Source: an optimization exercise on an open RTL-to-GDS flow (aim: small area). Production flows keep margins and buffers that such runs may drop.
Only simulation tests tie the RTL to the original design; equivalence was not proved.

// tpuv1
module tpuv1
  (
    input clk, rst_n, r_w,  
    input [63:0] dataIn,
    output [63:0] dataOut,
    input [15:0] addr
  );
wire wrA   = r_w & (addr[15:6] == 10'h004);             
wire wrB   = r_w & (addr[15:6] == 10'h008);             
wire wrCl  = r_w & (addr[15:7] == 9'h006) & ~addr[3];  
wire wrCh  = r_w & (addr[15:7] == 9'h006) &  addr[3];  
wire start = r_w & (addr == 16'h0400);
reg        busy;
reg  [2:0] row;
reg  [2:0] st;
wire last = busy & (row == 3'd7) & st[2];
wire [2:0] nrow = busy ? row + {2'd0, st[2]} : 3'd0;
wire [2:0] nst  = busy ? {st[1:0], st[2]} : 3'b001;
always @(posedge clk) begin
  if (!rst_n) begin
    busy <= 1'b0;
    row  <= 3'd0;
    st   <= 3'b001;
  end else if (busy) begin
    st <= {st[1:0], st[2]};
    if (st[2]) begin
      row <= row + 3'd1;
      if (row == 3'd7) busy <= 1'b0;
    end
  end else if (start) begin
    busy <= 1'b1;
    row  <= 3'd0;
    st   <= 3'b001;
  end
end
wire [63:0] din = (rst_n & ~busy) ? dataIn : 64'd0;
reg [63:0] A [0:7];
integer ia;
always @(posedge clk)
  for (ia = 0; ia < 8; ia = ia + 1)
    if (!rst_n || last || (wrA && addr[5:3] == ia[2:0]))
      A[ia] <= din;
reg [63:0] B [0:7];
reg [7:0]  bval;
integer ib;
always @(posedge clk)
  if (wrB) begin
    for (ib = 0; ib < 7; ib = ib + 1)
      B[ib] <= B[ib+1];
    B[7] <= dataIn;
  end
always @(posedge clk)
  if (!rst_n || last) bval <= 8'd0;
  ...
For scale: ~8400 cells after synthesis, ~2300 flip-flops, about 120000 µm² of cells after synthesis.
==> flow/config.mk <==
export PLATFORM = sky130hd
export DESIGN_NAME = tpuv1
export DESIGN_NICKNAME = tpuv1
export VERILOG_FILES = /design/flow/design.v
export SDC_FILE = /design/flow/constraint.sdc
export NUM_CORES = 4
export LEC_CHECK = 0
export CAP_MARGIN = 10
export CORE_MARGIN = 2
export CORE_UTILIZATION = 50
export CTS_BUF_LIST = sky130_fd_sc_hd__clkbuf_16
export CTS_CLUSTER_DIAMETER = 100
export CTS_CLUSTER_SIZE = 30
export PLACE_DENSITY = 0.65
export SLEW_MARGIN = 10
export SYNTH_HIERARCHICAL = 1
==> flow/constraint.sdc <==
create_clock -name core_clock -period 10.0 [get_ports {clk}]
set_input_delay 2.0000 -clock core_clock [delete_from_list [all_inputs] [get_ports {clk}]]
set_output_delay 2.0000 -clock core_clock [all_outputs]
set_load 0.01 [all_outputs]
standard.sh (not shown) runs the stock make flow with config.mk's settings and CLKGATE_MAP_FILE= SYNTH_SCRIPT=/design/flow/synth_recipe.tcl, a recipe that flattens the netlist after the stock synthesis.
==> flow/flow/run.sh <==
#!/bin/bash
# The standard layout (standard.sh, the ORFS flow with flow/config.mk's
# settings), with two changes passed to ORFS through its own variables:
#  - clock tree synthesis without dummy loads (clkbuf_16, clusters of up to 30 within 100 um);
#  - the port buffers are buf_1 cells.
set -euo pipefail
export CTS_ARGS="-sink_clustering_enable -repair_clock_nets -sink_clustering_size 30 -sink_clustering_max_diameter 100 -buf_list sky130_fd_sc_hd__clkbuf_16 -dont_use_dummy_load"
export BUFFER_PORTS_ARGS="-buffer_cell sky130_fd_sc_hd__buf_1"
bash standard.sh > standard.log 2>&1
Then changed:
CORE_UTILIZATION = 45   (was 50)
PLACE_DENSITY = 0.6   (was 0.65)
- non-clock buffer count grows by 40
- area after synthesis does not change
- cell area went up by about 0.64%
- setup slack loses 0.13 ns
- via count is about the same
- clock-buffer cell count goes up by 3
Then changed:
GPL_ROUTABILITY_DRIVEN = 0   (was unset)
Outcome:
- synthesized area stays the same
- worst setup slack gets better by 0.11 ns
- final area is about the same
- routed wire length barely changes
- non-clock buffer count goes down by 9
Then changed:
CAP_MARGIN = 0   (was 10)
GPL_ROUTABILITY_DRIVEN = unset   (was 0)
SLEW_MARGIN = 0   (was 10)
After rerunning:
- The changed run completed without violations
- sequential cell count stays the same
- area after synthesis does not change
- final area hardly moves
- via count fell slightly

* * *

## v39
Another version of the RTL of tpuv1 (not shown whole).
Size: about 150 I/O pins, roughly 0.12 mm2 of cells after synthesis.
clock: 10.0 ns
lec_check: 0
cap_margin: 10
core_margin: 2
core_utilization: 45
cts_buf_list: sky130_fd_sc_hd__clkbuf_8
cts_cluster_diameter: 45
cts_cluster_size: 16
place_density: 0.55
slew_margin: 10
synth_hierarchical: 1
run.sh (not shown) runs the stock make flow with config.mk's settings and CLKGATE_MAP_FILE= SYNTH_SCRIPT=/design/flow/synth_recipe.tcl, a recipe that flattens the netlist after the stock synthesis.
Stock flow here: none of the scripts above is used.
In summary, v39 completed successfully, with a layout that passed the timing, design-rule and antenna checks.
Here is what was changed in the inputs of v31 compared with v39.
- CTS_CLUSTER_DIAMETER changed from 45 to 60
- CTS_BUF_LIST changed from sky130_fd_sc_hd__clkbuf_8 to sky130_fd_sc_hd__clkbuf_16
- CTS_CLUSTER_SIZE changed from 16 to 30
==> flow/flow/run.sh (new file) <==
#!/bin/bash
# The standard layout (standard.sh, the ORFS flow with flow/config.mk's
# settings), with two changes passed to ORFS through its own variables:
#  - clock tree synthesis without dummy loads (clkbuf_16, clusters of 30);
#  - the port buffers are buf_1 cells.
set -euo pipefail
export CTS_ARGS="-sink_clustering_enable -repair_clock_nets -sink_clustering_size 30 -sink_clustering_max_diameter 60 -buf_list sky130_fd_sc_hd__clkbuf_16 -dont_use_dummy_load"
export BUFFER_PORTS_ARGS="-buffer_cell sky130_fd_sc_hd__buf_1"
bash standard.sh > standard.log 2>&1
==> flow/standard.sh (new file) <==
#!/bin/bash
# synth_recipe.tcl (not shown) runs the flow's synth.tcl, then flattens the netlist and writes it again
# the make line also repeats each setting of config.mk as NAME=value (left out here)
make -C /OpenROAD-flow-scripts/flow DESIGN_CONFIG=/design/flow/config.mk WORK_HOME=/design/flow/orfs CLKGATE_MAP_FILE= SYNTH_SCRIPT=/design/flow/synth_recipe.tcl "${@:-finish}"
removed: flow/run.sh
[summary]
- Looking at the reports, v39 completed the entire flow and the layout it produced met the timing, design-rule and antenna checks.
- v31: all stages complete, timing, DRC and antenna checks passed
- v31 vs v39 — total global routing track utilization dropped 0.52 points.
- Number of signal-net inverters in the final layout: v31 vs v39 identical
- On layout overhead on the synthesized area: v31 sits below v39.
- As far as synthesized cell count goes, v31 and v39 are indistinguishable; the numbers are identical.
Input changes introduced in v42 (baseline for comparison: v31):
==> flow/run.sh (new file) <==
#!/bin/bash
# synth_recipe.tcl (not shown) runs the flow's synth.tcl, then flattens the netlist and writes it again
# the make line also repeats each setting of config.mk as NAME=value (left out here)
make -C /OpenROAD-flow-scripts/flow DESIGN_CONFIG=/design/flow/config.mk WORK_HOME=/design/flow/orfs CLKGATE_MAP_FILE= SYNTH_SCRIPT=/design/flow/synth_recipe.tcl finish
removed: flow/flow/run.sh
removed: flow/standard.sh
==> results.txt <==
Delta (v42 minus v31): post-layout utilization of the core saw an increase; synthesized cell area saw little to no change; clock skew saw a decrease; shortest period the worst path allows saw a decrease. First-iteration DRC count was higher in the run labelled v42. On worst hold slack, v31 loses to v42. From v31 to v42 the numbers moved as follows: logic depth of the worst setup path including buffers went down; total non-filler cell area in the finished layout picked up an extra 0.0031 mm2. Changes observed in v42 relative to v31: final clock period utilization by the worst path saw a decrease.
diff inputs: v42 => v9
- CAP_MARGIN changed from 10 to 0
- SLEW_MARGIN changed from 10 to 0
- CTS_CLUSTER_DIAMETER changed from 60 to 100
- CORE_UTILIZATION changed from 45 to 55
- PLACE_DENSITY changed from 0.55 to 0.7
==> flow/flow/run.sh (new file) <==
#!/bin/bash
# The standard layout (standard.sh, the ORFS flow with flow/config.mk's
# settings), with two changes passed to ORFS through its own variables:
#  - clock tree synthesis without dummy loads (clkbuf_16, clusters of up to 30 within 100 um);
#  - the port buffers are buf_1 cells.
set -euo pipefail
export CTS_ARGS="-sink_clustering_enable -repair_clock_nets -sink_clustering_size 30 -sink_clustering_max_diameter 100 -buf_list sky130_fd_sc_hd__clkbuf_16 -dont_use_dummy_load"
export BUFFER_PORTS_ARGS="-buffer_cell sky130_fd_sc_hd__buf_1"
bash standard.sh > standard.log 2>&1
==> flow/standard.sh (new file) <==
#!/bin/bash
# synth_recipe.tcl (not shown) runs the flow's synth.tcl, then flattens the netlist and writes it again
# the make line also repeats each setting of config.mk as NAME=value (left out here)
make -C /OpenROAD-flow-scripts/flow DESIGN_CONFIG=/design/flow/config.mk WORK_HOME=/design/flow/orfs CLKGATE_MAP_FILE= SYNTH_SCRIPT=/design/flow/synth_recipe.tcl "${@:-finish}"
removed: flow/run.sh
--- outcome ---
Status v9: flow complete, layout not clean - max-capacitance violations, max-slew violations. v9 vs v42: wire length down by a few percent. Final area, v42 and v9, lower one = v9. Worst-case headroom to the max-slew limit in v9 is 27 points lower than in v42. Re number of detailed-route iterations in the first pass: v42 was lower than v9. Post-detailed-route via-to-cell ratio | v9 above v42. Between v42 and v9, the count of non-filler cells in the finished layout is lower for v9.

* * *

old:
Starting RTL as in the previous note.
export LEC_CHECK = 0
export CAP_MARGIN = 0
export CORE_MARGIN = 2
export CORE_UTILIZATION = 50
export CTS_BUF_LIST = sky130_fd_sc_hd__clkbuf_16
export CTS_CLUSTER_DIAMETER = 60
export CTS_CLUSTER_SIZE = 30
export PLACE_DENSITY = 0.6
export SLEW_MARGIN = 0
export SYNTH_HIERARCHICAL = 1
create_clock -name core_clock -period 10.0 [get_ports {clk}]
standard.sh (not shown) runs the stock make flow with config.mk's settings and CLKGATE_MAP_FILE= SYNTH_SCRIPT=/design/flow/synth_recipe.tcl, a recipe that flattens the netlist after the stock synthesis.
==> flow/flow/run.sh <==
#!/bin/bash
# The standard layout (standard.sh, the ORFS flow with flow/config.mk's
# settings), with two changes passed to ORFS through its own variables:
#  - clock tree synthesis without dummy loads (clkbuf_16, clusters of 30);
#  - the port buffers are buf_1 cells.
set -euo pipefail
export CTS_ARGS="-sink_clustering_enable -repair_clock_nets -sink_clustering_size 30 -sink_clustering_max_diameter 60 -buf_list sky130_fd_sc_hd__clkbuf_16 -dont_use_dummy_load"
export BUFFER_PORTS_ARGS="-buffer_cell sky130_fd_sc_hd__buf_1"
bash standard.sh > standard.log 2>&1
old went all the way through the flow, and no timing, DRC or antenna check failed.
Modified inputs, new compared to old
Settings: CTS_CLUSTER_DIAMETER: 60 -> 100; CORE_UTILIZATION: 50 -> 45.
-- flow/flow/run.sh --
<<< old, line 4
#  - clock tree synthesis without dummy loads (clkbuf_16, clusters of 30);
>>> new, line 4
#  - clock tree synthesis without dummy loads (clkbuf_16, clusters of up to 30 within 100 um);
<<< old, line 7
export CTS_ARGS="-sink_clustering_enable -repair_clock_nets -sink_clustering_size 30 -sink_clustering_max_diameter 60 -buf_list sky130_fd_sc_hd__clkbuf_16 -dont_use_dummy_load"
>>> new, line 7
export CTS_ARGS="-sink_clustering_enable -repair_clock_nets -sink_clustering_size 30 -sink_clustering_max_diameter 100 -buf_list sky130_fd_sc_hd__clkbuf_16 -dont_use_dummy_load"
Results
old vs new, endpoint of the worst setup timing path: C[7][109]$_DFFE_PP_ vs C[5][61]$_DFFE_PP_. Looking at global-route usage, new sits below old. From old to new the numbers moved as follows: design area shrank by about 0.8%; clock period minus worst slack roughly the same; detailed-route wire length now smaller; count of clock-buffer cells in the layout down 56.

[static timing again, ports no longer ideal]
In the flow no input, the clock included, has a driving cell. The finished layouts below were timed again as built, in two steps. Step 1 assumes that a clkbuf_16 drives the clock port and a buf_2 every other input. Step 2 moves the port delays by t, midway between the first and last clock arrival at a register: inputs arrive t later, outputs are due t later. That takes back most of the time a late clock gives input paths. Three values: ideal, step 1, step 2; two values: the first two.
run | shift t [ns] | setup slack, ns | cell pins on the clock port's net
the first run of note 1 | 0.845 | 0.655 / 0.655 / 0.655 | 1
the second run of note 1 | 0.868 | 0.520 / 0.520 / 0.520 | 1
the third run of note 1 | 0.867 | 0.635 / 0.635 / 0.635 | 1
the fourth run of note 1 | 0.874 | 0.507 / 0.507 / 0.507 | 1
v39 | 1.127 | 0.606 / 0.606 / 0.606 | 1
v31 | 0.950 | 0.547 / 0.547 / 0.547 | 1
v42 | 0.983 | 0.587 / 0.587 / 0.587 | 1
v9 | 0.859 | 0.456 / 0.456 / 0.456 | 1
old | 0.925 | 0.620 / 0.620 / 0.620 | 1
new | 0.869 | 0.620 / 0.620 / 0.620 | 1
